From an optimization exercise on the open Yosys and OpenROAD flow, aimed at small area; shortcuts taken in it are not production practice. Where RTL was checked, it was by simulation tests only, not by an equivalence proof against the original. Only the layout flow was run in run 1; the RTL was not checked for function there. Power and IR drop assume default switching activity.

===== config.mk =====
export PLATFORM = sky130hd
export DESIGN_NAME = fir
export DESIGN_NICKNAME = fir
export VERILOG_FILES = /design/flow/design.v
export SDC_FILE = /design/flow/constraint.sdc
export NUM_CORES = 4
export LEC_CHECK = 0
export CAP_MARGIN = 20
export CORE_MARGIN = 2
export CORE_UTILIZATION = 70
export CTS_BUF_LIST = sky130_fd_sc_hd__clkbuf_4 sky130_fd_sc_hd__clkbuf_8
export GPL_ROUTABILITY_DRIVEN = 0
export GPL_TIMING_DRIVEN = 0
export PLACE_DENSITY = 0.8
export SLEW_MARGIN = 20
export SYNTH_HIERARCHICAL = 1
export SYNTH_MINIMUM_KEEP_SIZE = 0

===== constraint.sdc =====
create_clock -name core_clock -period 6.5 [get_ports {clk}]
set_input_delay 1.3000 -clock core_clock [delete_from_list [all_inputs] [get_ports {clk}]]
set_output_delay 1.3000 -clock core_clock [all_outputs]
set_load 0.01 [all_outputs]

===== design.v =====
module dff(clk, reset, d, q);
input clk;
input reset;
input  [15:0] d;
output [15:0] q; 
reg    [15:0] q_r;
always @(posedge clk)
begin
    if(reset)
        q_r <= 0;
    else
        q_r <= d;
end
assign q = q_r; 
endmodule
module fir(clk, din, reset, dout);
input clk;
input signed [7:0] din;
input reset;
output signed [15:0] dout;
reg [7:0] x1;
reg [7:0] x2;
reg [7:0] x3;
reg [7:0] x4;
reg [7:0] x5;
reg [7:0] x6;
reg [7:0] x7;
reg [7:0] x8;
reg [7:0] x9;
reg [7:0] x10;
reg [7:0] x11;
reg [7:0] x12;
wire rst_n = ~reset;
wire [7:0] d1;
an r1 (.a(rst_n), .b(din[0]), .y(d1[0]));
an r2 (.a(rst_n), .b(din[1]), .y(d1[1]));
an r3 (.a(rst_n), .b(din[2]), .y(d1[2]));
an r4 (.a(rst_n), .b(din[3]), .y(d1[3]));
an r5 (.a(rst_n), .b(din[4]), .y(d1[4]));
an r6 (.a(rst_n), .b(din[5]), .y(d1[5]));
an r7 (.a(rst_n), .b(din[6]), .y(d1[6]));
an r8 (.a(rst_n), .b(din[7]), .y(d1[7]));
wire [7:0] d2;
nd r9 (.a(rst_n), .b(x1[0]), .y(d2[0]));
nd r10 (.a(rst_n), .b(x1[1]), .y(d2[1]));
nd r11 (.a(rst_n), .b(x1[2]), .y(d2[2]));
nd r12 (.a(rst_n), .b(x1[3]), .y(d2[3]));
nd r13 (.a(rst_n), .b(x1[4]), .y(d2[4]));
nd r14 (.a(rst_n), .b(x1[5]), .y(d2[5]));
nd r15 (.a(rst_n), .b(x1[6]), .y(d2[6]));
an r16 (.a(rst_n), .b(x1[7]), .y(d2[7]));
wire [7:0] d3;
nr r17 (.a(reset), .b(x2[0]), .y(d3[0]));
nr r18 (.a(reset), .b(x2[1]), .y(d3[1]));
nr r19 (.a(reset), .b(x2[2]), .y(d3[2]));
nr r20 (.a(reset), .b(x2[3]), .y(d3[3]));
nr r21 (.a(reset), .b(x2[4]), .y(d3[4]));
nr r22 (.a(reset), .b(x2[5]), .y(d3[5]));
nr r23 (.a(reset), .b(x2[6]), .y(d3[6]));
nd r24 (.a(rst_n), .b(x2[7]), .y(d3[7]));
wire [7:0] d4;
nd r25 (.a(rst_n), .b(x3[0]), .y(d4[0]));
nd r26 (.a(rst_n), .b(x3[1]), .y(d4[1]));
nd r27 (.a(rst_n), .b(x3[2]), .y(d4[2]));
nd r28 (.a(rst_n), .b(x3[3]), .y(d4[3]));
nd r29 (.a(rst_n), .b(x3[4]), .y(d4[4]));
nd r30 (.a(rst_n), .b(x3[5]), .y(d4[5]));
nd r31 (.a(rst_n), .b(x3[6]), .y(d4[6]));
nr r32 (.a(reset), .b(x3[7]), .y(d4[7]));
wire [7:0] d5;
nr r33 (.a(reset), .b(x4[0]), .y(d5[0]));
nr r34 (.a(reset), .b(x4[1]), .y(d5[1]));
nr r35 (.a(reset), .b(x4[2]), .y(d5[2]));
nr r36 (.a(reset), .b(x4[3]), .y(d5[3]));
nr r37 (.a(reset), .b(x4[4]), .y(d5[4]));
nr r38 (.a(reset), .b(x4[5]), .y(d5[5]));
nr r39 (.a(reset), .b(x4[6]), .y(d5[6]));
nd r40 (.a(rst_n), .b(x4[7]), .y(d5[7]));
wire [7:0] d6;
nd r41 (.a(rst_n), .b(x5[0]), .y(d6[0]));
nd r42 (.a(rst_n), .b(x5[1]), .y(d6[1]));
nd r43 (.a(rst_n), .b(x5[2]), .y(d6[2]));
nd r44 (.a(rst_n), .b(x5[3]), .y(d6[3]));
nd r45 (.a(rst_n), .b(x5[4]), .y(d6[4]));
nd r46 (.a(rst_n), .b(x5[5]), .y(d6[5]));
nd r47 (.a(rst_n), .b(x5[6]), .y(d6[6]));
nr r48 (.a(reset), .b(x5[7]), .y(d6[7]));
wire [7:0] d7;
nr r49 (.a(reset), .b(x6[0]), .y(d7[0]));
nr r50 (.a(reset), .b(x6[1]), .y(d7[1]));
nr r51 (.a(reset), .b(x6[2]), .y(d7[2]));
nr r52 (.a(reset), .b(x6[3]), .y(d7[3]));
nr r53 (.a(reset), .b(x6[4]), .y(d7[4]));
nr r54 (.a(reset), .b(x6[5]), .y(d7[5]));
nr r55 (.a(reset), .b(x6[6]), .y(d7[6]));
nd r56 (.a(rst_n), .b(x6[7]), .y(d7[7]));
wire [7:0] d8;
nd r57 (.a(rst_n), .b(x7[0]), .y(d8[0]));
nd r58 (.a(rst_n), .b(x7[1]), .y(d8[1]));
nd r59 (.a(rst_n), .b(x7[2]), .y(d8[2]));
nd r60 (.a(rst_n), .b(x7[3]), .y(d8[3]));
nd r61 (.a(rst_n), .b(x7[4]), .y(d8[4]));
nd r62 (.a(rst_n), .b(x7[5]), .y(d8[5]));
nd r63 (.a(rst_n), .b(x7[6]), .y(d8[6]));
nr r64 (.a(reset), .b(x7[7]), .y(d8[7]));
wire [7:0] d9;
nr r65 (.a(reset), .b(x8[0]), .y(d9[0]));
nr r66 (.a(reset), .b(x8[1]), .y(d9[1]));
nr r67 (.a(reset), .b(x8[2]), .y(d9[2]));
nr r68 (.a(reset), .b(x8[3]), .y(d9[3]));
nr r69 (.a(reset), .b(x8[4]), .y(d9[4]));
nr r70 (.a(reset), .b(x8[5]), .y(d9[5]));
nr r71 (.a(reset), .b(x8[6]), .y(d9[6]));
nd r72 (.a(rst_n), .b(x8[7]), .y(d9[7]));
wire [7:0] d10;
nd r73 (.a(rst_n), .b(x9[0]), .y(d10[0]));
nd r74 (.a(rst_n), .b(x9[1]), .y(d10[1]));
nd r75 (.a(rst_n), .b(x9[2]), .y(d10[2]));
nd r76 (.a(rst_n), .b(x9[3]), .y(d10[3]));
an r77 (.a(rst_n), .b(x9[4]), .y(d10[4]));
nd r78 (.a(rst_n), .b(x9[5]), .y(d10[5]));
nd r79 (.a(rst_n), .b(x9[6]), .y(d10[6]));
nr r80 (.a(reset), .b(x9[7]), .y(d10[7]));
wire [7:0] d11;
nr r81 (.a(reset), .b(x10[0]), .y(d11[0]));
nr r82 (.a(reset), .b(x10[1]), .y(d11[1]));
nr r83 (.a(reset), .b(x10[2]), .y(d11[2]));
nr r84 (.a(reset), .b(x10[3]), .y(d11[3]));
nd r85 (.a(rst_n), .b(x10[4]), .y(d11[4]));
nr r86 (.a(reset), .b(x10[5]), .y(d11[5]));
nr r87 (.a(reset), .b(x10[6]), .y(d11[6]));
nd r88 (.a(rst_n), .b(x10[7]), .y(d11[7]));
wire [7:0] d12;
nd r89 (.a(rst_n), .b(x11[0]), .y(d12[0]));
nd r90 (.a(rst_n), .b(x11[1]), .y(d12[1]));
an r91 (.a(rst_n), .b(x11[2]), .y(d12[2]));
nd r92 (.a(rst_n), .b(x11[3]), .y(d12[3]));
og r93 (.a(reset), .b(x11[4]), .y(d12[4]));
nd r94 (.a(rst_n), .b(x11[5]), .y(d12[5]));
nd r95 (.a(rst_n), .b(x11[6]), .y(d12[6]));
nr r96 (.a(reset), .b(x11[7]), .y(d12[7]));
always @(posedge clk) begin
  x1 <= d1;
  x2 <= d2;
  x3 <= d3;
  x4 <= d4;
  x5 <= d5;
  x6 <= d6;
  x7 <= d7;
  x8 <= d8;
  x9 <= d9;
  x10 <= d10;
  x11 <= d11;
  x12 <= d12;
end
wire s1;
wire c2;
wire s3;
wire c4;
wire s5;
wire c6;
wire s7;
wire c8;
wire s9;
wire c10;
wire s11;
wire c12;
wire s13;
wire c14;
wire s15;
wire c16;
wire s17;
wire c18;
wire n19;
wire s20;
wire c21;
wire s22;
wire c23;
wire s24;
wire c25;
wire s26;
wire c27;
wire s28;
wire c29;
wire s30;
wire c31;
wire s32;
wire c33;
wire s34;
wire c35;
wire s36;
wire c37;
wire s38;
wire c39;
wire s40;
wire c41;
wire s42;
wire c43;
wire s44;
wire c45;
wire s46;
wire c47;
wire s48;
wire c49;
wire s50;
wire c51;
wire n52;
wire s53;
wire c54;
wire s55;
wire c56;
wire n57;
wire s58;
wire c59;
wire n60;
wire s61;
wire c62;
wire s63;
wire c64;
wire s65;
wire c66;
wire n67;
wire s68;
wire c69;
wire s70;
wire c71;
wire s72;
wire c73;
wire s74;
wire c75;
wire s76;
wire c77;
wire n78;
wire s79;
wire c80;
wire s81;
wire c82;
wire s83;
wire c84;
wire s85;
wire c86;
wire s87;
wire c88;
wire s89;
wire c90;
wire n91;
wire s92;
wire c93;
wire s94;
wire c95;
wire s96;
wire c97;
wire n98;
wire s99;
wire c100;
wire s101;
wire c102;
wire n103;
wire s104;
wire c105;
wire s106;
wire c107;
wire s108;
wire c109;
wire s110;
wire c111;
wire n112;
wire s113;
wire c114;
wire s115;
wire c116;
wire s117;
wire c118;
wire s119;
wire c120;
wire s121;
wire c122;
wire n123;
wire s124;
wire c125;
wire s126;
wire c127;
wire s128;
wire c129;
wire s130;
wire c131;
wire s132;
wire c133;
wire n134;
wire s135;
wire c136;
wire s137;
wire c138;
wire s139;
wire c140;
wire s141;
wire c142;
wire s143;
wire c144;
wire s145;
wire c146;
wire s147;
wire c148;
wire s149;
wire c150;
wire s151;
wire c152;
wire s153;
wire c154;
wire s155;
wire c156;
wire n157;
wire s158;
wire c159;
wire s160;
wire c161;
wire s162;
wire c163;
wire s164;
wire c165;
wire s166;
wire c167;
wire n168;
wire s169;
wire c170;
wire s171;
wire c172;
wire s173;
wire c174;
wire s175;
wire c176;
wire s177;
wire c178;
wire s179;
wire c180;
wire s181;
wire c182;
wire s183;
wire c184;
wire s185;
wire c186;
wire s187;
wire c188;
wire s189;
wire c190;
wire s191;
wire c192;
wire n193;
wire s194;
wire c195;
wire s196;
wire c197;
wire s198;
wire c199;
wire s200;
wire c201;
wire s202;
wire c203;
wire n204;
wire s205;
wire c206;
wire s207;
wire c208;
wire s209;
wire c210;
wire s211;
wire c212;
wire n213;
wire s214;
wire c215;
wire s216;
wire c217;
wire s218;
wire c219;
wire s220;
wire c221;
wire s222;
wire c223;
wire s224;
wire c225;
wire n226;
wire s227;
wire c228;
wire s229;
wire c230;
wire s231;
wire c232;
wire s233;
wire c234;
wire s235;
wire c236;
wire s237;
wire c238;
wire n239;
wire s240;
wire c241;
wire s242;
wire c243;
wire n244;
wire s245;
wire c246;
wire s247;
wire c248;
wire s249;
wire c250;
wire s251;
wire c252;
wire s253;
wire c254;
wire s255;
wire c256;
wire n257;
wire s258;
wire c259;
wire s260;
wire c261;
wire s262;
wire c263;
wire s264;
wire c265;
wire s266;
wire c267;
wire s268;
wire c269;
wire s270;
wire c271;
wire s272;
wire c273;
wire s274;
wire c275;
wire n276;
wire s277;
wire c278;
wire s279;
wire c280;
wire s281;
wire c282;
wire s283;
wire c284;
wire s285;
wire c286;
wire s287;
wire c288;
wire n289;
wire s290;
wire c291;
wire n292;
wire s293;
wire c294;
wire n295;
wire s296;
wire c297;
wire s298;
wire c299;
wire s300;
wire c301;
wire n302;
wire s303;
wire c304;
wire n305;
wire s306;
wire c307;
wire n308;
wire s309;
wire c310;
wire n311;
wire s312;
wire c313;
wire s314;
wire c315;
wire n316;
wire s317;
wire c318;
wire s319;
wire c320;
wire s321;
wire c322;
wire s323;
wire c324;
wire s325;
wire c326;
wire s327;
wire c328;
wire n329;
wire s330;
wire c331;
wire n332;
wire s333;
wire c334;
wire g335;
wire g336;
wire p337;
wire g338;
wire p339;
wire g340;
wire p341;
wire g342;
wire g343;
wire g344;
wire p345;
wire g346;
wire p347;
wire g348;
wire g349;
wire g350;
wire g351;
wire g352;
wire g353;
wire s354;
wire s355;
wire s356;
wire s357;
wire s358;
wire s359;
wire s360;
wire s361;
ha u2 (.a(x3[0]), .b(x9[0]), .s(s1), .co(c2));
fa u4 (.a(x3[1]), .b(x9[1]), .ci(c2), .s(s3), .co(c4));
fa u6 (.a(x3[2]), .b(x9[2]), .ci(c4), .s(s5), .co(c6));
fa u8 (.a(x3[3]), .b(x9[3]), .ci(c6), .s(s7), .co(c8));
fa u10 (.a(x3[4]), .b(x9[4]), .ci(c8), .s(s9), .co(c10));
fa u12 (.a(x3[5]), .b(x9[5]), .ci(c10), .s(s11), .co(c12));
fa u14 (.a(x3[6]), .b(x9[6]), .ci(c12), .s(s13), .co(c14));
fa u16 (.a(x3[7]), .b(x9[7]), .ci(c14), .s(s15), .co(c16));
xr u18 (.a(x4[0]), .b(x8[0]), .y(s17));
nr v18 (.a(x4[0]), .b(x8[0]), .y(c18));
assign n19 = ~c18;
fa u21 (.a(x4[1]), .b(x8[1]), .ci(n19), .s(s20), .co(c21));
fa u23 (.a(x4[2]), .b(x8[2]), .ci(c21), .s(s22), .co(c23));
fa u25 (.a(x4[3]), .b(x8[3]), .ci(c23), .s(s24), .co(c25));
fa u27 (.a(x4[4]), .b(x8[4]), .ci(c25), .s(s26), .co(c27));
fa u29 (.a(x4[5]), .b(x8[5]), .ci(c27), .s(s28), .co(c29));
fa u31 (.a(x4[6]), .b(x8[6]), .ci(c29), .s(s30), .co(c31));
fa u33 (.a(x4[7]), .b(x8[7]), .ci(c31), .s(s32), .co(c33));
ha u35 (.a(x5[0]), .b(x7[0]), .s(s34), .co(c35));
fa u37 (.a(x5[1]), .b(x7[1]), .ci(c35), .s(s36), .co(c37));
fa u39 (.a(x5[2]), .b(x7[2]), .ci(c37), .s(s38), .co(c39));
fa u41 (.a(x5[3]), .b(x7[3]), .ci(c39), .s(s40), .co(c41));
fa u43 (.a(x5[4]), .b(x7[4]), .ci(c41), .s(s42), .co(c43));
fa u45 (.a(x5[5]), .b(x7[5]), .ci(c43), .s(s44), .co(c45));
fa u47 (.a(x5[6]), .b(x7[6]), .ci(c45), .s(s46), .co(c47));
fa u49 (.a(x5[7]), .b(x7[7]), .ci(c47), .s(s48), .co(c49));
fa u51 (.a(x12[0]), .b(x6[0]), .ci(s17), .s(s50), .co(c51));
assign n52 = ~s50;
fa u54 (.a(s1), .b(n52), .ci(din[0]), .s(s53), .co(c54));
xr u56 (.a(x12[1]), .b(x1[0]), .y(s55));
nr v56 (.a(x12[1]), .b(x1[0]), .y(c56));
assign n57 = ~x6[1];
fa u59 (.a(x2[0]), .b(x10[0]), .ci(n57), .s(s58), .co(c59));
assign n60 = ~x11[0];
fa u62 (.a(n60), .b(s34), .ci(s58), .s(s61), .co(c62));
fa u64 (.a(s55), .b(s20), .ci(din[1]), .s(s63), .co(c64));
fa u66 (.a(s3), .b(c54), .ci(s63), .s(s65), .co(c66));
assign n67 = ~c51;
fa u69 (.a(n67), .b(s61), .ci(s65), .s(s68), .co(c69));
fa u71 (.a(x12[2]), .b(x2[1]), .ci(x10[1]), .s(s70), .co(c71));
fa u73 (.a(x1[1]), .b(x11[1]), .ci(x6[2]), .s(s72), .co(c73));
fa u75 (.a(x6[0]), .b(c56), .ci(s17), .s(s74), .co(c75));
fa u77 (.a(s70), .b(s36), .ci(s74), .s(s76), .co(c77));
assign n78 = ~s72;
fa u80 (.a(c59), .b(n78), .ci(din[2]), .s(s79), .co(c80));
fa u82 (.a(c62), .b(s5), .ci(c64), .s(s81), .co(c82));
fa u84 (.a(s22), .b(s76), .ci(s79), .s(s83), .co(c84));
fa u86 (.a(s81), .b(c66), .ci(s83), .s(s85), .co(c86));
xr u88 (.a(c69), .b(s85), .y(s87));
nr v88 (.a(c69), .b(s85), .y(c88));
fa u90 (.a(x12[3]), .b(x1[2]), .ci(x11[2]), .s(s89), .co(c90));
assign n91 = ~x6[3];
fa u93 (.a(x2[2]), .b(x6[1]), .ci(n91), .s(s92), .co(c93));
fa u95 (.a(x10[2]), .b(s1), .ci(c71), .s(s94), .co(c95));
fa u97 (.a(s34), .b(c73), .ci(s89), .s(s96), .co(c97));
assign n98 = ~s20;
fa u100 (.a(s92), .b(c75), .ci(n98), .s(s99), .co(c100));
fa u102 (.a(din[3]), .b(s94), .ci(c77), .s(s101), .co(c102));
assign n103 = ~s96;
fa u105 (.a(s38), .b(n103), .ci(c80), .s(s104), .co(c105));
fa u107 (.a(s99), .b(s7), .ci(s24), .s(s106), .co(c107));
fa u109 (.a(s101), .b(s104), .ci(c84), .s(s108), .co(c109));
fa u111 (.a(c82), .b(c86), .ci(s108), .s(s110), .co(c111));
assign n112 = ~c88;
fa u114 (.a(s106), .b(n112), .ci(s110), .s(s113), .co(c114));
fa u116 (.a(x12[4]), .b(x1[3]), .ci(x11[3]), .s(s115), .co(c116));
fa u118 (.a(x2[3]), .b(x10[3]), .ci(x6[2]), .s(s117), .co(c118));
fa u120 (.a(x6[4]), .b(c90), .ci(s115), .s(s119), .co(c120));
fa u122 (.a(c93), .b(s3), .ci(din[4]), .s(s121), .co(c122));
assign n123 = ~s36;
fa u125 (.a(s117), .b(n123), .ci(c95), .s(s124), .co(c125));
fa u127 (.a(c97), .b(s119), .ci(s22), .s(s126), .co(c127));
fa u129 (.a(s121), .b(s124), .ci(s40), .s(s128), .co(c129));
fa u131 (.a(c100), .b(c102), .ci(c105), .s(s130), .co(c131));
fa u133 (.a(s9), .b(s26), .ci(s128), .s(s132), .co(c133));
assign n134 = ~s126;
fa u136 (.a(n134), .b(c107), .ci(c109), .s(s135), .co(c136));
fa u138 (.a(s132), .b(s135), .ci(c111), .s(s137), .co(c138));
fa u140 (.a(s130), .b(c114), .ci(s137), .s(s139), .co(c140));
fa u142 (.a(x12[5]), .b(x1[4]), .ci(x10[4]), .s(s141), .co(c142));
fa u144 (.a(x11[4]), .b(x2[4]), .ci(x6[3]), .s(s143), .co(c144));
fa u146 (.a(x6[5]), .b(s34), .ci(s141), .s(s145), .co(c146));
fa u148 (.a(c118), .b(s143), .ci(din[5]), .s(s147), .co(c148));
fa u150 (.a(c116), .b(s145), .ci(s38), .s(s149), .co(c150));
fa u152 (.a(c122), .b(c125), .ci(s147), .s(s151), .co(c152));
fa u154 (.a(c120), .b(c127), .ci(s149), .s(s153), .co(c154));
fa u156 (.a(s5), .b(s151), .ci(c129), .s(s155), .co(c156));
assign n157 = ~s24;
fa u159 (.a(n157), .b(s42), .ci(c131), .s(s158), .co(c159));
fa u161 (.a(s28), .b(c133), .ci(s155), .s(s160), .co(c161));
fa u163 (.a(s11), .b(s158), .ci(c136), .s(s162), .co(c163));
fa u165 (.a(s160), .b(s162), .ci(c138), .s(s164), .co(c165));
fa u167 (.a(c140), .b(s164), .ci(s139), .s(s166), .co(c167));
assign n168 = ~s166;
ha u170 (.a(s153), .b(n168), .s(s169), .co(c170));
fa u172 (.a(x12[6]), .b(x1[5]), .ci(x11[5]), .s(s171), .co(c172));
fa u174 (.a(x2[5]), .b(x10[5]), .ci(x6[0]), .s(s173), .co(c174));
fa u176 (.a(x6[6]), .b(c142), .ci(s171), .s(s175), .co(c176));
fa u178 (.a(x6[4]), .b(c144), .ci(din[6]), .s(s177), .co(c178));
fa u180 (.a(s36), .b(c146), .ci(s175), .s(s179), .co(c180));
fa u182 (.a(s173), .b(c148), .ci(s177), .s(s181), .co(c182));
fa u184 (.a(s40), .b(c150), .ci(s179), .s(s183), .co(c184));
fa u186 (.a(s7), .b(c152), .ci(s181), .s(s185), .co(c186));
fa u188 (.a(s26), .b(c154), .ci(s183), .s(s187), .co(c188));
fa u190 (.a(s44), .b(c156), .ci(c159), .s(s189), .co(c190));
fa u192 (.a(s13), .b(s30), .ci(c161), .s(s191), .co(c192));
assign n193 = ~s187;
fa u195 (.a(n193), .b(s189), .ci(c163), .s(s194), .co(c195));
fa u197 (.a(s191), .b(s194), .ci(c165), .s(s196), .co(c197));
fa u199 (.a(s185), .b(s196), .ci(c167), .s(s198), .co(c199));
xr u201 (.a(x12[7]), .b(x1[6]), .y(s200));
nr v201 (.a(x12[7]), .b(x1[6]), .y(c201));
fa u203 (.a(x2[6]), .b(x10[6]), .ci(x6[5]), .s(s202), .co(c203));
assign n204 = ~s200;
fa u206 (.a(x11[6]), .b(x6[7]), .ci(n204), .s(s205), .co(c206));
fa u208 (.a(x6[1]), .b(c174), .ci(s202), .s(s207), .co(c208));
fa u210 (.a(c172), .b(s205), .ci(din[7]), .s(s209), .co(c210));
fa u212 (.a(c176), .b(s38), .ci(s209), .s(s211), .co(c212));
assign n213 = ~c180;
fa u215 (.a(s207), .b(n213), .ci(c182), .s(s214), .co(c215));
fa u217 (.a(s211), .b(s42), .ci(c184), .s(s216), .co(c217));
fa u219 (.a(c178), .b(s9), .ci(s214), .s(s218), .co(c219));
fa u221 (.a(s28), .b(c188), .ci(s216), .s(s220), .co(c221));
fa u223 (.a(c186), .b(s218), .ci(c190), .s(s222), .co(c223));
fa u225 (.a(s15), .b(s32), .ci(c192), .s(s224), .co(c225));
assign n226 = ~s220;
fa u228 (.a(s46), .b(n226), .ci(s222), .s(s227), .co(c228));
fa u230 (.a(c195), .b(s224), .ci(c197), .s(s229), .co(c230));
fa u232 (.a(s227), .b(s229), .ci(c199), .s(s231), .co(c232));
fa u234 (.a(x1[7]), .b(x2[7]), .ci(x10[7]), .s(s233), .co(c234));
fa u236 (.a(x6[2]), .b(x6[6]), .ci(c201), .s(s235), .co(c236));
fa u238 (.a(c203), .b(s233), .ci(s235), .s(s237), .co(c238));
assign n239 = ~s237;
fa u241 (.a(x11[7]), .b(c206), .ci(n239), .s(s240), .co(c241));
fa u243 (.a(c210), .b(s40), .ci(s240), .s(s242), .co(c243));
assign n244 = ~s242;
fa u246 (.a(c208), .b(c215), .ci(n244), .s(s245), .co(c246));
fa u248 (.a(c212), .b(s44), .ci(c217), .s(s247), .co(c248));
fa u250 (.a(s11), .b(c219), .ci(s245), .s(s249), .co(c250));
fa u252 (.a(s30), .b(s247), .ci(c221), .s(s251), .co(c252));
fa u254 (.a(c16), .b(c33), .ci(s48), .s(s253), .co(c254));
fa u256 (.a(s249), .b(c223), .ci(c225), .s(s255), .co(c256));
assign n257 = ~s251;
fa u259 (.a(n257), .b(s253), .ci(c228), .s(s258), .co(c259));
fa u261 (.a(s255), .b(s258), .ci(c230), .s(s260), .co(c261));
fa u263 (.a(x6[3]), .b(x6[7]), .ci(c234), .s(s262), .co(c263));
fa u265 (.a(c236), .b(s262), .ci(c238), .s(s264), .co(c265));
fa u267 (.a(c241), .b(s42), .ci(c243), .s(s266), .co(c267));
fa u269 (.a(s264), .b(c246), .ci(s13), .s(s268), .co(c269));
fa u271 (.a(s266), .b(s46), .ci(c248), .s(s270), .co(c271));
fa u273 (.a(c49), .b(c250), .ci(s268), .s(s272), .co(c273));
fa u275 (.a(s32), .b(s270), .ci(c252), .s(s274), .co(c275));
assign n276 = ~s274;
fa u278 (.a(c254), .b(s272), .ci(n276), .s(s277), .co(c278));
fa u280 (.a(c256), .b(c259), .ci(s277), .s(s279), .co(c280));
fa u282 (.a(x6[4]), .b(c263), .ci(c265), .s(s281), .co(c282));
fa u284 (.a(s44), .b(c267), .ci(c33), .s(s283), .co(c284));
fa u286 (.a(s281), .b(s15), .ci(c269), .s(s285), .co(c286));
fa u288 (.a(s48), .b(c271), .ci(s283), .s(s287), .co(c288));
assign n289 = ~c275;
fa u291 (.a(c273), .b(s285), .ci(n289), .s(s290), .co(c291));
assign n292 = ~s287;
fa u294 (.a(n292), .b(c278), .ci(s290), .s(s293), .co(c294));
assign n295 = ~s46;
fa u297 (.a(x6[5]), .b(c282), .ci(n295), .s(s296), .co(c297));
fa u299 (.a(c16), .b(s296), .ci(c286), .s(s298), .co(c299));
fa u301 (.a(c49), .b(c284), .ci(c288), .s(s300), .co(c301));
assign n302 = ~s300;
fa u304 (.a(s298), .b(c291), .ci(n302), .s(s303), .co(c304));
assign n305 = ~s48;
fa u307 (.a(x6[6]), .b(n305), .ci(c297), .s(s306), .co(c307));
assign n308 = ~c301;
fa u310 (.a(s306), .b(c299), .ci(n308), .s(s309), .co(c310));
assign n311 = ~x6[7];
xr u313 (.a(n311), .b(c49), .y(s312));
nr v313 (.a(n311), .b(c49), .y(c313));
xr u315 (.a(s312), .b(c307), .y(s314));
nr v315 (.a(s312), .b(c307), .y(c315));
assign n316 = ~s198;
ha u318 (.a(c170), .b(n316), .s(s317), .co(c318));
xr u320 (.a(c232), .b(s260), .y(s319));
nr v320 (.a(c232), .b(s260), .y(c320));
xr u322 (.a(c261), .b(s279), .y(s321));
nr v322 (.a(c261), .b(s279), .y(c322));
xr u324 (.a(c280), .b(s293), .y(s323));
nr v324 (.a(c280), .b(s293), .y(c324));
xr u326 (.a(c294), .b(s303), .y(s325));
nr v326 (.a(c294), .b(s303), .y(c326));
xr u328 (.a(c304), .b(s309), .y(s327));
nr v328 (.a(c304), .b(s309), .y(c328));
assign n329 = ~c310;
ha u331 (.a(s314), .b(n329), .s(s330), .co(c331));
assign n332 = ~c313;
ha u334 (.a(n332), .b(c315), .s(s333), .co(c334));
assign g335 = 1'b0 | (~s231 & c318);
assign g336 = c322 | (s321 & c320);
assign p337 = s321 & s319;
assign g338 = c326 | (s325 & c324);
assign p339 = s325 & s323;
assign g340 = c331 | (s330 & c328);
assign p341 = s330 & s327;
assign g342 = c320 | (s319 & g335);
assign g343 = g336 | (p337 & g335);
assign g344 = c328 | (s327 & g338);
assign p345 = s327 & p339;
assign g346 = g340 | (p341 & g338);
assign p347 = p341 & p339;
assign g348 = c324 | (s323 & g343);
assign g349 = g338 | (p339 & g343);
assign g350 = g344 | (p345 & g343);
assign g351 = g346 | (p347 & g343);
assign g352 = c334 | (s333 & g351);
assign g353 = c334 | (s333 & g351);
xr w354 (.a(s231), .b(c318), .y(s354));
xn w355 (.a(s319), .b(g335), .y(s355));
xn w356 (.a(s321), .b(g342), .y(s356));
xn w357 (.a(s323), .b(g343), .y(s357));
xn w358 (.a(s325), .b(g348), .y(s358));
xn w359 (.a(s327), .b(g349), .y(s359));
xn w360 (.a(s330), .b(g350), .y(s360));
xn w361 (.a(s333), .b(g351), .y(s361));
reg [15:0] y;
wire [15:0] dy;
nr r97 (.a(reset), .b(s53), .y(dy[0]));
nr r98 (.a(reset), .b(s68), .y(dy[1]));
an r99 (.a(rst_n), .b(s87), .y(dy[2]));
nr r100 (.a(reset), .b(s113), .y(dy[3]));
an r101 (.a(rst_n), .b(s139), .y(dy[4]));
an r102 (.a(rst_n), .b(s169), .y(dy[5]));
an r103 (.a(rst_n), .b(s317), .y(dy[6]));
nr r104 (.a(reset), .b(s354), .y(dy[7]));
nr r105 (.a(reset), .b(s355), .y(dy[8]));
nr r106 (.a(reset), .b(s356), .y(dy[9]));
nr r107 (.a(reset), .b(s357), .y(dy[10]));
nr r108 (.a(reset), .b(s358), .y(dy[11]));
nr r109 (.a(reset), .b(s359), .y(dy[12]));
nr r110 (.a(reset), .b(s360), .y(dy[13]));
nr r111 (.a(reset), .b(s361), .y(dy[14]));
nr r112 (.a(reset), .b(g352), .y(dy[15]));
always @(posedge clk) begin
  y <= dy;
end
assign dout = y;
endmodule
module fa(a, b, ci, s, co);
input a, b, ci;
output s, co;
assign s = a ^ b ^ ci;
assign co = (a & b) | (a & ci) | (b & ci);
endmodule
module xr(a, b, y);
input a, b;
output y;
assign y = a ^ b;
endmodule
module xn(a, b, y);
input a, b;
output y;
assign y = ~(a ^ b);
endmodule
module nr(a, b, y);
input a, b;
output y;
assign y = ~(a | b);
endmodule
module nd(a, b, y);
input a, b;
output y;
assign y = ~(a & b);
endmodule
module an(a, b, y);
input a, b;
output y;
assign y = a & b;
endmodule
module og(a, b, y);
input a, b;
output y;
assign y = a | b;
endmodule
module ha(a, b, s, co);
input a, b;
output s, co;
assign s = a ^ b;
assign co = a & b;
endmodule

===== flow/run.sh =====
#!/bin/bash
# Layout flow: the standard flow (standard.sh, unchanged synthesis), with
# the ports buffered by the smallest buffer and no dummy loads on the clock tree.
set -euo pipefail
bash standard.sh \
  BUFFER_PORTS_ARGS="-buffer_cell sky130_fd_sc_hd__buf_1" \
  CTS_ARGS="-sink_clustering_enable -repair_clock_nets -buf_list {sky130_fd_sc_hd__clkbuf_4 sky130_fd_sc_hd__clkbuf_8} -dont_use_dummy_load" \
  finish > flow.log 2>&1

===== standard.sh =====
#!/bin/bash
# synth_recipe.tcl (not shown) runs the flow's synth.tcl, then flattens the netlist and writes it again
# the make line also repeats each setting of config.mk as NAME=value (left out here)
make -C /OpenROAD-flow-scripts/flow DESIGN_CONFIG=/design/flow/config.mk WORK_HOME=/design/flow/orfs CLKGATE_MAP_FILE= SYNTH_SCRIPT=/design/flow/synth_recipe.tcl "${@:-finish}"

==> notes.md, run 1 <==
status=timing/DRC/antenna clean; worst skew pair latency=between 0.3 and 0.4 ns; crit start category=flip-flop; Clock Path Buffers=2; TritonCTS Buffers=9; Final Hold Fails=0; Post-Route Skew=around 0.025 ns; crit share post-route=a little over nine tenths; Die ar.=slightly above 9000 sq um; most frequent cells in the layout=fa_1, dfxtp_1, nor2_1; register area share after synthesis=a little under two fifths; Slew HR=slightly below 70%; CTS tree=done; H-tree depth=3; HP Class=flip-flop to flip-flop; CTS root buf=clkbuf_8; Initial DRC Count=around 150; YS warnings=7; Pwr Total=about 2.8 mW; Die W=96.0 um; top_reg_cell synth=dfxtp_1; post-synth top area cell=fa_1; drt via density=between 5 and 6; routed wl met2=roughly 6600 um; initial antenna violation count=0; grt ovf=0; LEAKAGE=2.55 nW; Crit. End Element=flip-flop; DRT antenna net count=0; DRT Wirelength=12200 um; DR DRC count=0; hpwl dp=~8900 um; vias=about 3300; post-synthesis cell area=around 5900 sq um; Area Growth Syn to Fin=9.39%; nets=642; core area=just over 8000 sq um; fraction of registers with async set/reset=0%; Synth area leaders=fa_1, dfxtp_1, nor2_1, nand2_1, inv_1; Slew Viols, Final=0; boundary pin count=26; first-pass GRT wire length=around 18000 um; EDFF count, synth=0; Yosys reg bits=approximately 110; GR Util All Layers=about 28%; power per cell area=about 430 nW/um^2; largest net degree at the start of global routing=just under 50; Sink Count=around 110; vias in the first global route=3720; max layer used=met4; min cycle time layout=approximately 6.3 ns; syn nets=598; antenna cells=0; First-pass DRT Iterations=5; smallest hold slack=0.385 ns; f_max=between 0.15 and 0.2 GHz; TNS Setup=0 ns; Setup-failing EPs final=0; actual slew at the worst max-slew pin=0.466 ns; top cell type's share of synthesized area=45.2%; Post-CTS Hold Buffers=0; share of cells above drive strength 1=between 10 and 15%; CP arrival=between 6 and 7 ns; M1 wire length=roughly 4600 um; Die Y=96.0 um; crit-path max FO=3; met3 wire length=~480 um; Initial Util=a little over 70%; commonest non-fill, non-tap cell in the layout=fa_1; Post-Syn Instances=448; Rows=33; clock slew at reported path FFs=around 0.1 ns; port bufs=25; Max Cap Viol=0; synth unique cells=26; WL per Instance=approximately 20 um; Setup CP Type=flip-flop to flip-flop; maximum VDD drop=about 0.00034 V; worst path required time=6.76 ns; Syn Area/Cell=13.2 sq um
## worst paths after layout
| check | slack (ns) | end | start | cells after the start |
|---|---|---|---|---|
| hold / removal | 0.38 | x11[7]$_DFF_P_ | x10[7]$_DFF_P_ | 1 |
| hold reg to reg | 0.38 | x11[7]$_DFF_P_ | x10[7]$_DFF_P_ | 1 |
| setup / recovery | 0.17 | y[14]$_DFF_P_ | x5[0]$_DFF_P_ | 18 |
| setup reg to reg | 0.17 | y[14]$_DFF_P_ | x5[0]$_DFF_P_ | 18 |
## through the flow
| stage | std cells | worst slack (ns) | instance area, sq um | utilization [%] |
|---|---|---|---|---|
| after floorplan | 448 | 0.312 | 5930 | - |
| after global placement | 578 | -0.103 | 6160 | 74.9 |
| after detailed placement | 580 | -0.0673 | 6200 | 75.4 |
| after CTS | 589 | 0.0528 | 6360 | 77.4 |
| after global routing | 595 | -0.0614 | 6490 | 79.0 |
| final | 595 | 0.166 | 6490 | 79.0 |
## Yosys stat by module, one instance, submodules excluded
module | flip-flops and latches | cells inside | copies in the design
ha | 0 | 1 | 6
og | 0 | 1 | 1
fa | 0 | 1 | 134
nd | 0 | 1 | 45
nr | 0 | 1 | 62
xr | 0 | 1 | 12
an | 0 | 1 | 15
xn | 0 | 1 | 7
fir | 112 | 166 | 1
## what timing repair did
item                                   in CTS  in global routing
pin swaps                                   0                  9
cloned                                      0                  0
gates resized for setup                     7                 25
endpoints found under the hold margin       0                  0
setup endpoints to repair                   2                  5
setup buffers                               0                  6
## cells in the mapped netlist (2+ instances only)
cell and count:
ha_1 6, xnor2_1 7, xor2_1 12, fa_1 134
o21ai_0 2, a21oi_1 2, and2_1 15, nor2_1 63
inv_1 34, nand2_1 46, dfxtp_1 112
## kinds of logic (layout without fill, tap and decap cells)
group	Yosys count	count (layout)	share of synthesized area (%)
adders and majority gates	140	140	46.5
and+or+nand+nor	133	133	9.47
DFF	112	112	37.8
buffers and inverters	34	76	2.15
xor gates and xnor gates	19	19	2.81
AOI/OAI and AO/OA	10	10	1.27
## worst max-delay path, stage by stage, from the launching register on
cell	delay, ns
dfxtp_1	0.33
ha_1	0.23
fa_2	0.36
fa_2	0.50
buf_12	0.16
fa_1	0.46
fa_1	0.42
fa_1	0.48
fa_1	0.42
fa_1	0.47
fa_1	0.42
fa_1	0.41
fa_2	0.59
nor2_1	0.11
a21oi_2	0.18
a21oi_2	0.09
or3_1	0.36
xnor2_1	0.16
nor2_1	0.06
## per-layer routing
layer | vias up | GRT usage [%]
li1 | 1431 | -
met1 | 1698 | 33.0
met2 | 99 | 50.6
met3 | 44 | 6.11
met4 | 0 | 12.6
met5 | - | 0
## cell type report
| cell class | instances | area, sq um |
|---|---|---|
| fillers | 467 | 1730 |
| inverters | 34 | 128 |
| repair buffers | 33 | 193 |
| multi-input cells | 302 | 3670 |
| flip-flops and latches | 112 | 2240 |
| well taps | 105 | 131 |
| clock buffers | 9 | 124 |
## sequential cells by signal, summed over array words and instances (netlist names)
| register | count |
|---|---|
| x10 | 8 |
| x12 | 8 |
| y | 16 |
| x9 | 8 |
| x7 | 8 |
| x4 | 8 |
| x11 | 8 |
| x5 | 8 |
| x6 | 8 |
| x2 | 8 |
| x1 | 8 |
| x8 | 8 |
| x3 | 8 |
## where the power goes
part | leakage, nW | switching [mW] | internal [mW]
registers | 0.913 | 0.0164 | 0.747
logic | 1.57 | 0.881 | 0.784
clock network | 0.0647 | 0.205 | 0.125
==> run 2: changes to the inputs <==
--- a/design.v
+++ b/design.v
@@ -119,3 +119,3 @@
 nd r76 (.a(rst_n), .b(x9[3]), .y(d10[3]));
-an r77 (.a(rst_n), .b(x9[4]), .y(d10[4]));
+nd r77 (.a(rst_n), .b(x9[4]), .y(d10[4]));
 nd r78 (.a(rst_n), .b(x9[5]), .y(d10[5]));
@@ -128,3 +128,3 @@
 nr r84 (.a(reset), .b(x10[3]), .y(d11[3]));
-nd r85 (.a(rst_n), .b(x10[4]), .y(d11[4]));
+nr r85 (.a(reset), .b(x10[4]), .y(d11[4]));
 nr r86 (.a(reset), .b(x10[5]), .y(d11[5]));
@@ -137,3 +137,3 @@
 nd r92 (.a(rst_n), .b(x11[3]), .y(d12[3]));
-og r93 (.a(reset), .b(x11[4]), .y(d12[4]));
+nd r93 (.a(rst_n), .b(x11[4]), .y(d12[4]));
 nd r94 (.a(rst_n), .b(x11[5]), .y(d12[5]));
@@ -219,5 +219,5 @@
 wire c64;
-wire s65;
-wire c66;
-wire n67;
+wire n65;
+wire s66;
+wire c67;
 wire s68;
@@ -248,7 +248,7 @@
 wire c93;
-wire s94;
-wire c95;
-wire s96;
-wire c97;
-wire n98;
+wire n94;
+wire s95;
+wire c96;
+wire s97;
+wire c98;
 wire s99;
@@ -284,7 +284,7 @@
 wire c129;
-wire s130;
-wire c131;
-wire s132;
-wire c133;
-wire n134;
+wire n130;
+wire s131;
+wire c132;
+wire s133;
+wire c134;
 wire s135;
@@ -305,9 +305,9 @@
 wire c150;
-wire s151;
-wire c152;
-wire s153;
-wire c154;
-wire s155;
-wire c156;
-wire n157;
+wire n151;
+wire s152;
+wire c153;
+wire s154;
+wire c155;
+wire s156;
+wire c157;
 wire s158;
@@ -365,5 +365,5 @@
 wire c210;
-wire s211;
-wire c212;
-wire n213;
+wire n211;
+wire s212;
+wire c213;
 wire s214;
@@ -550,7 +550,7 @@
 assign n60 = ~x11[0];
-fa u62 (.a(n60), .b(s34), .ci(s58), .s(s61), .co(c62));
-fa u64 (.a(s55), .b(s20), .ci(din[1]), .s(s63), .co(c64));
-fa u66 (.a(s3), .b(c54), .ci(s63), .s(s65), .co(c66));
-assign n67 = ~c51;
-fa u69 (.a(n67), .b(s61), .ci(s65), .s(s68), .co(c69));
+fa u62 (.a(n60), .b(s55), .ci(s34), .s(s61), .co(c62));
+fa u64 (.a(s3), .b(s20), .ci(s61), .s(s63), .co(c64));
+assign n65 = ~c51;
+fa u67 (.a(s58), .b(n65), .ci(din[1]), .s(s66), .co(c67));
+fa u69 (.a(c54), .b(s63), .ci(s66), .s(s68), .co(c69));
 fa u71 (.a(x12[2]), .b(x2[1]), .ci(x10[1]), .s(s70), .co(c71));
@@ -558,25 +558,25 @@
 fa u75 (.a(x6[0]), .b(c56), .ci(s17), .s(s74), .co(c75));
-fa u77 (.a(s70), .b(s36), .ci(s74), .s(s76), .co(c77));
+fa u77 (.a(c59), .b(s70), .ci(s36), .s(s76), .co(c77));
 assign n78 = ~s72;
-fa u80 (.a(c59), .b(n78), .ci(din[2]), .s(s79), .co(c80));
-fa u82 (.a(c62), .b(s5), .ci(c64), .s(s81), .co(c82));
-fa u84 (.a(s22), .b(s76), .ci(s79), .s(s83), .co(c84));
-fa u86 (.a(s81), .b(c66), .ci(s83), .s(s85), .co(c86));
-xr u88 (.a(c69), .b(s85), .y(s87));
-nr v88 (.a(c69), .b(s85), .y(c88));
+fa u80 (.a(n78), .b(c62), .ci(din[2]), .s(s79), .co(c80));
+fa u82 (.a(s74), .b(s5), .ci(s76), .s(s81), .co(c82));
+fa u84 (.a(s22), .b(c67), .ci(s79), .s(s83), .co(c84));
+fa u86 (.a(c64), .b(s81), .ci(c69), .s(s85), .co(c86));
+xr u88 (.a(s83), .b(s85), .y(s87));
+nr v88 (.a(s83), .b(s85), .y(c88));
 fa u90 (.a(x12[3]), .b(x1[2]), .ci(x11[2]), .s(s89), .co(c90));
 assign n91 = ~x6[3];
-fa u93 (.a(x2[2]), .b(x6[1]), .ci(n91), .s(s92), .co(c93));
-fa u95 (.a(x10[2]), .b(s1), .ci(c71), .s(s94), .co(c95));
-fa u97 (.a(s34), .b(c73), .ci(s89), .s(s96), .co(c97));
-assign n98 = ~s20;
-fa u100 (.a(s92), .b(c75), .ci(n98), .s(s99), .co(c100));
-fa u102 (.a(din[3]), .b(s94), .ci(c77), .s(s101), .co(c102));
-assign n103 = ~s96;
-fa u105 (.a(s38), .b(n103), .ci(c80), .s(s104), .co(c105));
-fa u107 (.a(s99), .b(s7), .ci(s24), .s(s106), .co(c107));
-fa u109 (.a(s101), .b(s104), .ci(c84), .s(s108), .co(c109));
-fa u111 (.a(c82), .b(c86), .ci(s108), .s(s110), .co(c111));
+fa u93 (.a(x2[2]), .b(x10[2]), .ci(n91), .s(s92), .co(c93));
+assign n94 = ~c73;
+fa u96 (.a(x6[1]), .b(s1), .ci(n94), .s(s95), .co(c96));
+fa u98 (.a(c71), .b(s92), .ci(c75), .s(s97), .co(c98));
+fa u100 (.a(s34), .b(s89), .ci(s20), .s(s99), .co(c100));
+fa u102 (.a(s95), .b(c77), .ci(s38), .s(s101), .co(c102));
+assign n103 = ~s99;
+fa u105 (.a(din[3]), .b(c80), .ci(n103), .s(s104), .co(c105));
+fa u107 (.a(s97), .b(s24), .ci(c82), .s(s106), .co(c107));
+fa u109 (.a(s7), .b(s101), .ci(c84), .s(s108), .co(c109));
+fa u111 (.a(s104), .b(s106), .ci(s108), .s(s110), .co(c111));
 assign n112 = ~c88;
-fa u114 (.a(s106), .b(n112), .ci(s110), .s(s113), .co(c114));
+fa u114 (.a(c86), .b(n112), .ci(s110), .s(s113), .co(c114));
 fa u116 (.a(x12[4]), .b(x1[3]), .ci(x11[3]), .s(s115), .co(c116));
@@ -584,44 +584,44 @@
 fa u120 (.a(x6[4]), .b(c90), .ci(s115), .s(s119), .co(c120));
-fa u122 (.a(c93), .b(s3), .ci(din[4]), .s(s121), .co(c122));
+fa u122 (.a(c93), .b(s117), .ci(din[4]), .s(s121), .co(c122));
 assign n123 = ~s36;
-fa u125 (.a(s117), .b(n123), .ci(c95), .s(s124), .co(c125));
-fa u127 (.a(c97), .b(s119), .ci(s22), .s(s126), .co(c127));
-fa u129 (.a(s121), .b(s124), .ci(s40), .s(s128), .co(c129));
-fa u131 (.a(c100), .b(c102), .ci(c105), .s(s130), .co(c131));
-fa u133 (.a(s9), .b(s26), .ci(s128), .s(s132), .co(c133));
-assign n134 = ~s126;
-fa u136 (.a(n134), .b(c107), .ci(c109), .s(s135), .co(c136));
-fa u138 (.a(s132), .b(s135), .ci(c111), .s(s137), .co(c138));
-fa u140 (.a(s130), .b(c114), .ci(s137), .s(s139), .co(c140));
-fa u142 (.a(x12[5]), .b(x1[4]), .ci(x10[4]), .s(s141), .co(c142));
-fa u144 (.a(x11[4]), .b(x2[4]), .ci(x6[3]), .s(s143), .co(c144));
-fa u146 (.a(x6[5]), .b(s34), .ci(s141), .s(s145), .co(c146));
+fa u125 (.a(s3), .b(n123), .ci(c98), .s(s124), .co(c125));
+fa u127 (.a(s119), .b(c100), .ci(s22), .s(s126), .co(c127));
+fa u129 (.a(s121), .b(s40), .ci(s124), .s(s128), .co(c129));
+assign n130 = ~s126;
+fa u132 (.a(c96), .b(c102), .ci(n130), .s(s131), .co(c132));
+fa u134 (.a(c105), .b(s26), .ci(c107), .s(s133), .co(c134));
+fa u136 (.a(s9), .b(s128), .ci(c109), .s(s135), .co(c136));
+fa u138 (.a(s131), .b(s133), .ci(c111), .s(s137), .co(c138));
+fa u140 (.a(s135), .b(c114), .ci(s137), .s(s139), .co(c140));
+fa u142 (.a(x12[5]), .b(x1[4]), .ci(x11[4]), .s(s141), .co(c142));
+fa u144 (.a(x2[4]), .b(x10[4]), .ci(x6[3]), .s(s143), .co(c144));
+fa u146 (.a(s34), .b(c116), .ci(s141), .s(s145), .co(c146));
 fa u148 (.a(c118), .b(s143), .ci(din[5]), .s(s147), .co(c148));
-fa u150 (.a(c116), .b(s145), .ci(s38), .s(s149), .co(c150));
-fa u152 (.a(c122), .b(c125), .ci(s147), .s(s151), .co(c152));
-fa u154 (.a(c120), .b(c127), .ci(s149), .s(s153), .co(c154));
-fa u156 (.a(s5), .b(s151), .ci(c129), .s(s155), .co(c156));
-assign n157 = ~s24;
-fa u159 (.a(n157), .b(s42), .ci(c131), .s(s158), .co(c159));
-fa u161 (.a(s28), .b(c133), .ci(s155), .s(s160), .co(c161));
-fa u163 (.a(s11), .b(s158), .ci(c136), .s(s162), .co(c163));
-fa u165 (.a(s160), .b(s162), .ci(c138), .s(s164), .co(c165));
+fa u150 (.a(x6[5]), .b(c120), .ci(s145), .s(s149), .co(c150));
+assign n151 = ~s38;
+fa u153 (.a(s5), .b(n151), .ci(c122), .s(s152), .co(c153));
+fa u155 (.a(s24), .b(s149), .ci(c127), .s(s154), .co(c155));
+fa u157 (.a(s147), .b(s152), .ci(s42), .s(s156), .co(c157));
+fa u159 (.a(c125), .b(c129), .ci(c132), .s(s158), .co(c159));
+fa u161 (.a(s11), .b(s28), .ci(c134), .s(s160), .co(c161));
+fa u163 (.a(s156), .b(c136), .ci(s158), .s(s162), .co(c163));
+fa u165 (.a(s160), .b(c138), .ci(s162), .s(s164), .co(c165));
 fa u167 (.a(c140), .b(s164), .ci(s139), .s(s166), .co(c167));
 assign n168 = ~s166;
-ha u170 (.a(s153), .b(n168), .s(s169), .co(c170));
+ha u170 (.a(s154), .b(n168), .s(s169), .co(c170));
 fa u172 (.a(x12[6]), .b(x1[5]), .ci(x11[5]), .s(s171), .co(c172));
-fa u174 (.a(x2[5]), .b(x10[5]), .ci(x6[0]), .s(s173), .co(c174));
+fa u174 (.a(x2[5]), .b(x6[0]), .ci(x6[4]), .s(s173), .co(c174));
 fa u176 (.a(x6[6]), .b(c142), .ci(s171), .s(s175), .co(c176));
-fa u178 (.a(x6[4]), .b(c144), .ci(din[6]), .s(s177), .co(c178));
+fa u178 (.a(x10[5]), .b(c144), .ci(din[6]), .s(s177), .co(c178));
 fa u180 (.a(s36), .b(c146), .ci(s175), .s(s179), .co(c180));
 fa u182 (.a(s173), .b(c148), .ci(s177), .s(s181), .co(c182));
-fa u184 (.a(s40), .b(c150), .ci(s179), .s(s183), .co(c184));
-fa u186 (.a(s7), .b(c152), .ci(s181), .s(s185), .co(c186));
-fa u188 (.a(s26), .b(c154), .ci(s183), .s(s187), .co(c188));
-fa u190 (.a(s44), .b(c156), .ci(c159), .s(s189), .co(c190));
+fa u184 (.a(c150), .b(s40), .ci(s179), .s(s183), .co(c184));
+fa u186 (.a(s7), .b(c153), .ci(s181), .s(s185), .co(c186));
+fa u188 (.a(s26), .b(c155), .ci(s183), .s(s187), .co(c188));
+fa u190 (.a(s44), .b(c157), .ci(c159), .s(s189), .co(c190));
 fa u192 (.a(s13), .b(s30), .ci(c161), .s(s191), .co(c192));
 assign n193 = ~s187;
-fa u195 (.a(n193), .b(s189), .ci(c163), .s(s194), .co(c195));
-fa u197 (.a(s191), .b(s194), .ci(c165), .s(s196), .co(c197));
-fa u199 (.a(s185), .b(s196), .ci(c167), .s(s198), .co(c199));
+fa u195 (.a(s185), .b(n193), .ci(c163), .s(s194), .co(c195));
+fa u197 (.a(s191), .b(c165), .ci(s194), .s(s196), .co(c197));
+fa u199 (.a(s189), .b(s196), .ci(c167), .s(s198), .co(c199));
 xr u201 (.a(x12[7]), .b(x1[6]), .y(s200));
@@ -632,15 +632,15 @@
 fa u208 (.a(x6[1]), .b(c174), .ci(s202), .s(s207), .co(c208));
-fa u210 (.a(c172), .b(s205), .ci(din[7]), .s(s209), .co(c210));
-fa u212 (.a(c176), .b(s38), .ci(s209), .s(s211), .co(c212));
-assign n213 = ~c180;
-fa u215 (.a(s207), .b(n213), .ci(c182), .s(s214), .co(c215));
-fa u217 (.a(s211), .b(s42), .ci(c184), .s(s216), .co(c217));
-fa u219 (.a(c178), .b(s9), .ci(s214), .s(s218), .co(c219));
-fa u221 (.a(s28), .b(c188), .ci(s216), .s(s220), .co(c221));
-fa u223 (.a(c186), .b(s218), .ci(c190), .s(s222), .co(c223));
+fa u210 (.a(c172), .b(din[7]), .ci(c176), .s(s209), .co(c210));
+assign n211 = ~s205;
+fa u213 (.a(n211), .b(s207), .ci(c178), .s(s212), .co(c213));
+fa u215 (.a(s38), .b(c180), .ci(s209), .s(s214), .co(c215));
+fa u217 (.a(c182), .b(s212), .ci(s9), .s(s216), .co(c217));
+fa u219 (.a(s42), .b(c184), .ci(s214), .s(s218), .co(c219));
+fa u221 (.a(s28), .b(c188), .ci(s218), .s(s220), .co(c221));
+fa u223 (.a(c186), .b(s46), .ci(c190), .s(s222), .co(c223));
 fa u225 (.a(s15), .b(s32), .ci(c192), .s(s224), .co(c225));
 assign n226 = ~s220;
-fa u228 (.a(s46), .b(n226), .ci(s222), .s(s227), .co(c228));
-fa u230 (.a(c195), .b(s224), .ci(c197), .s(s229), .co(c230));
-fa u232 (.a(s227), .b(s229), .ci(c199), .s(s231), .co(c232));
+fa u228 (.a(s216), .b(n226), .ci(c195), .s(s227), .co(c228));
+fa u230 (.a(s222), .b(s227), .ci(c197), .s(s229), .co(c230));
+fa u232 (.a(s224), .b(s229), .ci(c199), .s(s231), .co(c232));
 fa u234 (.a(x1[7]), .b(x2[7]), .ci(x10[7]), .s(s233), .co(c234));
@@ -648,12 +648,12 @@
 fa u238 (.a(c203), .b(s233), .ci(s235), .s(s237), .co(c238));
-assign n239 = ~s237;
+assign n239 = ~c208;
 fa u241 (.a(x11[7]), .b(c206), .ci(n239), .s(s240), .co(c241));
 fa u243 (.a(c210), .b(s40), .ci(s240), .s(s242), .co(c243));
-assign n244 = ~s242;
-fa u246 (.a(c208), .b(c215), .ci(n244), .s(s245), .co(c246));
-fa u248 (.a(c212), .b(s44), .ci(c217), .s(s247), .co(c248));
-fa u250 (.a(s11), .b(c219), .ci(s245), .s(s249), .co(c250));
+assign n244 = ~c215;
+fa u246 (.a(s237), .b(c213), .ci(n244), .s(s245), .co(c246));
+fa u248 (.a(s242), .b(s44), .ci(c219), .s(s247), .co(c248));
+fa u250 (.a(s11), .b(c217), .ci(s245), .s(s249), .co(c250));
 fa u252 (.a(s30), .b(s247), .ci(c221), .s(s251), .co(c252));
-fa u254 (.a(c16), .b(c33), .ci(s48), .s(s253), .co(c254));
-fa u256 (.a(s249), .b(c223), .ci(c225), .s(s255), .co(c256));
+fa u254 (.a(s249), .b(c33), .ci(s48), .s(s253), .co(c254));
+fa u256 (.a(c16), .b(c223), .ci(c225), .s(s255), .co(c256));
 assign n257 = ~s251;
@@ -661,4 +661,4 @@
 fa u261 (.a(s255), .b(s258), .ci(c230), .s(s260), .co(c261));
-fa u263 (.a(x6[3]), .b(x6[7]), .ci(c234), .s(s262), .co(c263));
-fa u265 (.a(c236), .b(s262), .ci(c238), .s(s264), .co(c265));
+fa u263 (.a(x6[3]), .b(x6[7]), .ci(c236), .s(s262), .co(c263));
+fa u265 (.a(c234), .b(s262), .ci(c238), .s(s264), .co(c265));
 fa u267 (.a(c241), .b(s42), .ci(c243), .s(s266), .co(c267));
@@ -666,7 +666,7 @@
 fa u271 (.a(s266), .b(s46), .ci(c248), .s(s270), .co(c271));
-fa u273 (.a(c49), .b(c250), .ci(s268), .s(s272), .co(c273));
+fa u273 (.a(c250), .b(c49), .ci(s268), .s(s272), .co(c273));
 fa u275 (.a(s32), .b(s270), .ci(c252), .s(s274), .co(c275));
 assign n276 = ~s274;
-fa u278 (.a(c254), .b(s272), .ci(n276), .s(s277), .co(c278));
-fa u280 (.a(c256), .b(c259), .ci(s277), .s(s279), .co(c280));
+fa u278 (.a(s272), .b(n276), .ci(c256), .s(s277), .co(c278));
+fa u280 (.a(c254), .b(c259), .ci(s277), .s(s279), .co(c280));
 fa u282 (.a(x6[4]), .b(c263), .ci(c265), .s(s281), .co(c282));
@@ -678,3 +678,3 @@
 assign n292 = ~s287;
-fa u294 (.a(n292), .b(c278), .ci(s290), .s(s293), .co(c294));
+fa u294 (.a(n292), .b(s290), .ci(c278), .s(s293), .co(c294));
 assign n295 = ~s46;
--- a/config.mk
+++ b/config.mk
@@ -9,3 +9,3 @@
 export CORE_MARGIN = 2
-export CORE_UTILIZATION = 70
+export CORE_UTILIZATION = 75
 export CTS_BUF_LIST = sky130_fd_sc_hd__clkbuf_4 sky130_fd_sc_hd__clkbuf_8
@@ -13,3 +13,3 @@
 export GPL_TIMING_DRIVEN = 0
-export PLACE_DENSITY = 0.8
+export PLACE_DENSITY = 0.85
 export SLEW_MARGIN = 20
==> run 2 against run 1 <==
Final cell count increased by 0.84%; core utilization up 7.1 points; clock skew rose by 0.016 ns; now fails the layout checks on negative setup slack; flip-flop and latch count stayed put; largest cell class unchanged; die area shrank 6.5%; sequential power about the same; hold slack better by 0.0033 ns; total power rose by 10%; highest routed layer unchanged; via count increased by 15%; worst setup slack got worse by 0.41 ns.
==> notes.md, run 2 <==
DRT Wirelength=16200 um (was 12200 um); Int Power=1.76 mW (was 1.66 mW); share of cells above drive strength 1=17.5% (was 11.0%); largest net degree at the start of global routing=45 (was 49); worst skew pair latency=0.37 ns (about the same); CTS tree=done (unchanged); Pwr Total=3.04 mW (was 2.76 mW); maximum VDD drop=0.000374 V (was 0.000339 V); crit-path max FO=3 (unchanged); Rows=32 (was 33); FILL cells=320 (was 467); DRT antenna net count=0 (unchanged); LEAKAGE=2.54 nW (was 2.55 nW); vias=3777 (was 3272); First-pass DRT Iterations=5 (unchanged); TNS Setup=-0.860 ns (was 0 ns); Syn Area/Cell=13.2 sq um (about the same); Worst Slack Setup Final=-0.241 ns (was 0.166 ns); most frequent cell after synthesis=fa_1 (unchanged); CP startpoint=x8[0]$_DFF_P_ (was x5[0]$_DFF_P_); RSZ-0062 raised after global routing=true; combinational cell fraction of total power=64.0% (was 60.4%); Crit. End Element=flip-flop (unchanged); Synth area leaders=fa_1, dfxtp_1, nor2_1, nand2_1, inv_1 (unchanged); hpwl dp=10100 um (was 8930 um); Sink Count=112 (unchanged); Final Hold Fails=0 (unchanged); antenna cells=0 (unchanged); CTS root buf=clkbuf_8 (unchanged); CP arrival=6.96 ns (was 6.59 ns); Top reg by flops=y (unchanged); YS warnings=7 (unchanged); Min-Delay Path Depth=1 (unchanged); vias in the first global route=4125 (was 3720); crit start category=flip-flop (unchanged); f_max=0.148 GHz (was 0.158 GHz); H-tree depth=3 (unchanged); Die W=92.9 um (was 96.0 um); R2R depth=17 (was 18); Area Growth Syn to Fin=11.6% (was 9.39%); Max Cap Viol=0 (unchanged); status=complete, but fails checks (was timing/DRC/antenna clean); Clk pwr share=10.9% (was 12.0%); worst reg2reg path endpoint=y[13]$_DFF_P_ (was y[14]$_DFF_P_); Post-CTS Hold Buffers=0 (unchanged); Violated Checks=negative setup slack; port bufs=25 (unchanged); boundary pin count=26 (unchanged); top_reg_cell synth=dfxtp_1 (unchanged); Initial Util=77.1% (was 72.2%); Reg power frac=25.1% (was 27.7%); nets=650 (was 642); actual slew at the worst max-slew pin=0.557 ns (was 0.466 ns); TritonCTS Buffers=9 (unchanged); worst path required time=6.72 ns (was 6.76 ns); HP Class=flip-flop to flip-flop (unchanged); min cycle time layout=6.74 ns (was 6.33 ns); Slew HR=62.8% (was 68.9%); first-pass GRT wire length=21700 um (was 18400 um); GR Util All Layers=35.7% (was 28.4%); smallest hold slack=0.388 ns (was 0.385 ns); Switch Pwr=1.28 mW (was 1.10 mW); commonest non-fill, non-tap cell in the layout=dfxtp_1 (was fa_1); fraction of registers with async set/reset=0% (unchanged); EDFF count, synth=0 (unchanged); Yosys reg bits=112 (unchanged); FF-to-FF Start=x8[0]$_DFF_P_ (was x5[0]$_DFF_P_); top cell type's share of synthesized area=45.3% (was 45.2%); Setup CP Type=flip-flop to flip-flop (unchanged); Post-synth top cells=fa_1, dfxtp_1, nor2_1 (unchanged); power per cell area=460 nW/um^2 (was 425 nW/um^2); reg-to-reg slack, setup=-0.24 ns (was 0.17 ns); grt ovf=0 (unchanged); register area share after synthesis=37.8% (about the same); post-synth top area cell=fa_1 (unchanged); initial antenna violation count=0 (unchanged); DR DRC count=0 (unchanged); Slew Viols, Final=0 (unchanged); clock slew at reported path FFs=0.12 ns (was 0.10 ns); drt via density=6.30 (was 5.50); Setup-failing EPs final=6 (was 0); syn nets=598 (unchanged); most frequent cells in the layout=dfxtp_1, fa_1, nor2_1 (was fa_1, dfxtp_1, nor2_1); Post-Route Skew=0.0414 ns (was 0.0252 ns); Initial DRC Count=286 (was 154); synth unique cells=25 (was 26); crit share post-route=104% (was 97.4%); Hold Path End=x6[6]$_DFF_P_ (was x11[7]$_DFF_P_); Sw Ratio=42.2% (was 40.0%); Post-Syn Instances=448 (unchanged); Clock Path Buffers=2 (unchanged); Die ar.=8630 sq um (was 9220 sq um); post-synthesis cell area=5930 sq um (about the same); Die Y=92.9 um (was 96.0 um); core area=7690 sq um (was 8220 sq um); worst hold start=x5[6]$_DFF_P_ (was x10[7]$_DFF_P_); max FFs per register=16 (unchanged); WL per Instance=27.0 um (was 20.4 um)
-- run 2: cell count changes after synthesis --
cell / before / now
or2_1: 1 / 0
and2_1: 15 / 14
nor2_1: 63 / 64
nand2_1: 46 / 47
-- run 2: how the worst max path moves through the flow --
stage | endpoint | slack [ns] | cells after the start
global placement | y[13]$_DFF_P_ | -0.15 | 18
CTS | y[14]$_DFF_P_ | 0.0007 | 18
floorplan | y[13]$_DFF_P_ | 0.27 | 18
detailed placement | y[13]$_DFF_P_ | -0.38 | 18
global route | y[13]$_DFF_P_ | -0.31 | 17
finish | y[13]$_DFF_P_ | -0.24 | 17
-- run 2: logic make-up (layout without fill, tap and decap cells) --
group | count (synthesis) | in the layout | share of synthesized area, %
adders and majority gates | 140 | 140 | 46.5
and+or+nand+nor | 133 | 133 | 9.40
DFF | 112 | 112 | 37.8
buffers and inverters | 34 | 84 | 2.15
xor gates and xnor gates | 19 | 19 | 2.81
AOI/OAI and AO/OA | 10 | 10 | 1.27
-- run 2: through the flow --
step / cells / instance area, sq um / setup WS (ns) / utilization, %
6_report: 600 / 6610 / -0.241 / 86.0
5_1_grt: 600 / 6610 / -0.308 / 86.0
4_1_cts: 590 / 6420 / 0.000671 / 83.5
3_5_place_dp: 577 / 6190 / -0.382 / 80.5
3_3_place_gp: 575 / 6150 / -0.150 / 80.0
2_1_floorplan: 448 / 5930 / 0.268 / -
-- run 2: final cells by class --
class / instances / area [sq um] / share of cell area, %
repair buffers: 41 / 240 / 3.63
multi-input cells: 302 / 3750 / 56.7
flip-flops and latches: 112 / 2250 / 34.0
inverters: 34 / 128 / 1.93
well taps: 102 / 128 / 1.93
clock buffers: 9 / 124 / 1.87
-- run 2: timing repair --
| item | CTS | global route |
|---|---|---|
| setup buffers | 4 | 10 |
| pin swaps | 8 | 22 |
| hold endpoints to repair | 0 | 0 |
| gates resized for setup | 24 | 36 |
| setup endpoints to repair | 6 | 6 |
| cloned | 0 | 0 |
-- run 2: routing by layer --
metal | vias up | global-route usage, % | part of all wire [%]
met5 | - | 0 | 0
met4 | 0 | 20.1 | 7.8
met3 | 122 | 7.40 | 9.0
met2 | 326 | 62.9 | 50
met1 | 1887 | 40.6 | 33
li1 | 1442 | - | -
-- run 2: power groups by stage --
stage	clock network [mW]	registers (mW)	logic [mW]
final	0.333	0.763	1.95
after global routing	0.361	0.767	2.07
after CTS	0.331	0.762	1.55
after detailed placement	0	0.778	1.38
after global placement	0	0.777	1.23
after floorplan	0	0.797	1.04
-- run 2: modules after synthesis, one instance, submodules excluded --
module	times used	cell area, sq um	cells inside
fir	1	2500	166
fa	134	20.0	1
ha	6	12.5	1
xn	7	8.76	1
xr	12	8.76	1
an	14	6.26	1
nd	46	3.75	1
nr	63	3.75	1
-- run 2: critical path, cell delays in order (launching register included) --
cell and delay, ns:
dfxtp_1 0.36, xor2_1 0.23, fa_1 0.42, fa_1 0.48, fa_1 0.61, fa_1 0.52, fa_2 0.42, fa_1 0.50
fa_1 0.43, fa_1 0.45, fa_1 0.42, fa_2 0.59, xor2_2 0.25, nand3b_1 0.16, a22oi_2 0.26, a31o_2 0.24
xnor2_1 0.16, nor2_1 0.08

static timing again, ports no longer ideal:
In the flow no input, the clock included, has a driving cell. The finished layouts below were timed again as built, in two steps. Step 1 (the two cells are an assumption about what drives the block):
set clk [get_ports {clk}]
set_driving_cell -lib_cell sky130_fd_sc_hd__clkbuf_16 $clk
set_driving_cell -lib_cell sky130_fd_sc_hd__buf_2 [delete_from_list [all_inputs] $clk]
Step 2 also shifts input and output timing later by t, the mid clock arrival at the registers, as if the neighbouring blocks saw the same clock. Three values: ideal, step 1, step 2; two values: the first two.
run	t, ns	setup slack, ns	hold slack, ns	worst slew at a driven data input, ns
run 1	0.385	0.166 / 0.166 / -0.063	0.385 / 0.385 / 0.385	0.03
run 2	0.382	-0.241 / -0.241 / -0.325	0.388 / 0.388 / 0.388	0.03
With both steps, setup timing fails in run 1, where it was met with ideal ports. The setup slack of run 1, which loses most, moves by 0.000 ns with the drivers and by -0.229 ns with both steps.
